Source: an optimization exercise on an open RTL-to-GDS flow (aim: small area and a short achievable clock period). Production flows keep margins and buffers that such runs may drop.
In this exercise RTL edits were held to simulation tests only and were not proved equivalent to the original.
Power figures rest on the tool's default switching activity, not on a simulated workload.

v6:
// Processor_with_Power_Gating
module Processor_with_Power_Gating(
    input  wire clk,
    input  wire reset,
    input  wire [3:0] alu_a,
    input  wire [3:0] alu_b,
    input  wire [2:0] alu_opcode,
    output wire [3:0] alu_result,
    input  wire [3:0] mem_addr,
    input  wire [7:0] mem_data_in,
    input  wire mem_write_en,
    input  wire mem_req_valid,
    output wire [7:0] mem_data_out,
    input  wire [7:0] io_in,
    input  wire io_write_en,
    input  wire io_read_request,
    output wire [7:0] io_out,
    output wire alu_idle,
    output wire mem_idle,
    output wire io_idle,
    output wire alu_power_gated,
    output wire mem_power_gated,
    output wire io_power_gated,
    output wire system_power_save_mode,
    output wire [1:0] active_modules_count,
    output wire [7:0] power_efficiency_metric,
    output wire alu_clk_en,
    output wire mem_clk_en,
    output wire io_clk_en
);
export LEC_CHECK = 0
export CAP_MARGIN = 20
export CORE_MARGIN = 2
export CORE_UTILIZATION = 40
export SLEW_MARGIN = 20
create_clock -name core_clock -period 90.0 [get_ports {clk}]
standard.sh (not shown) runs the stock make flow with config.mk's settings and CLKGATE_MAP_FILE= SYNTH_SCRIPT=/design/flow/synth_recipe.tcl, a recipe that flattens the netlist after the stock synthesis.
==> flow/flow/run.sh <==
#!/bin/bash
# The standard layout (the standard.sh, unchanged synthesis and steps),
# with two changes:
#  - the port buffers that global placement inserts on every input and output
#    are sky130_fd_sc_hd__buf_2 instead of the default clkdlybuf4s50_1 delay
#    cell;
#  - clock tree synthesis inserts no dummy load cells, and builds the tree
#    from small clock buffers.
set -euo pipefail
export BUFFER_PORTS_ARGS="-buffer_cell sky130_fd_sc_hd__buf_2"
export CTS_ARGS="-sink_clustering_enable -repair_clock_nets -dont_use_dummy_load -root_buf sky130_fd_sc_hd__clkbuf_16 -buf_list {sky130_fd_sc_hd__clkbuf_2}"
bash standard.sh > standard.log 2>&1
v6 finished all stages; the layout is clean.
Modified inputs, v7 compared to v6
# v6
export LEC_CHECK = 0
export CAP_MARGIN = 20
export CORE_MARGIN = 2
export CORE_UTILIZATION = 40
export SLEW_MARGIN = 20
create_clock -name core_clock -period 90.0 [get_ports {clk}]
# v7
export LEC_CHECK = 0
export CAP_MARGIN = 20
export CORE_MARGIN = 2
export CORE_UTILIZATION = 65
export SLEW_MARGIN = 20
create_clock -name core_clock -period 90.0 [get_ports {clk}]
Results
Post-layout minimum cycle time, v7 and v6, higher one = v6.
v7 and v6 ended up with nearly the same fraction of the cycle the final worst path needs.
[compare] base=v6 new=v7: maximum buffer depth of the clock tree held; maximum frequency level.
Run comparison: v7 destination of the critical timing path mem_inst.mem[3][2]$_DFFE_PP_; v6 destination of the critical timing path mem_inst.mem[0][2]$_DFFE_PP_
Per the comparison of v7 with v6, leakage component of the power shows no meaningful change, met1 layer wirelength in the final routing shows a reduction of 8.8%, design area shows a reduction of 1.5%.

========
Another version of the RTL of Processor_with_Power_Gating (not shown whole).
For scale: ~260 flip-flops, ~77 I/O pins, ~12,000 um^2 of cells after synthesis.
Settings: LEC_CHECK=0, CAP_MARGIN=80, CORE_MARGIN=2, CORE_UTILIZATION=40, SLEW_MARGIN=80; clock period 90.0 ns.
==> flow/flow/run.sh <==
#!/bin/bash
# The standard layout (the standard.sh, unchanged synthesis and steps),
# with one change: the port buffers that global placement inserts on every
# input and output are sky130_fd_sc_hd__buf_2 instead of the cell
# buffer_ports picks by default (a clkdlybuf4s50_1 delay cell).
set -euo pipefail
export BUFFER_PORTS_ARGS="-buffer_cell sky130_fd_sc_hd__buf_2"
bash standard.sh > standard.log 2>&1
The starting point completed with no timing, DRC or antenna violations.
Edit:
==> flow/flow/run.sh (replaced) <==
#!/bin/bash
# The standard layout (the standard.sh, unchanged synthesis and steps),
# with two changes:
#  - the port buffers that global placement inserts on every input and output
#    are sky130_fd_sc_hd__buf_2 instead of the default clkdlybuf4s50_1 delay
#    cell;
#  - clock tree synthesis inserts no dummy load cells, and builds the tree
#    from small clock buffers.
set -euo pipefail
export BUFFER_PORTS_ARGS="-buffer_cell sky130_fd_sc_hd__buf_2"
export CTS_ARGS="-sink_clustering_enable -repair_clock_nets -dont_use_dummy_load -buf_list {sky130_fd_sc_hd__clkbuf_8}"
bash standard.sh > standard.log 2>&1
Settings changed: CAP_MARGIN 80 to 20, SLEW_MARGIN 80 to 20.
Result:
- The new run finished clean
- hold slack stays flat
- global-route usage came out lower by 0.31 points
- routed wire length came out lower by 3.2%
- combinational power decreases by 13%
- utilization is lower by 4.8 points
- synthesized area does not change

-- static timing again, ports no longer ideal --
The flow's constraints put no driver on any port. The routed layouts listed below were extracted and timed again, unchanged, in two steps.
Step 1, drivers: a clkbuf_16 drives clk and a buf_2 each remaining input, both assumed.
Step 2 times the ports against the registers' clock, not the clock port: input delays grow and output delays shrink by t, the midpoint of the rising clock arrivals with the driver on.
Slacks: no drivers / after step 1 / after step 2; pairs: no drivers / after step 1.
run	t (ns)	slack for setup (ns)	worst data-port slew with drivers (ns)
v6	0.514	70.285 / 70.307 / 69.793	0.06
v7	0.517	70.341 / 70.361 / 69.844	0.04
the first run of note 2	0.587	70.262 / 70.280 / 69.692	0.05
the second run of note 2	0.560	70.360 / 70.369 / 69.809	0.04
After both steps setup and hold are still met in every run listed. The setup slack of the first run of note 2, which loses most, moves by +0.018 ns with the drivers and by -0.570 ns with both steps.
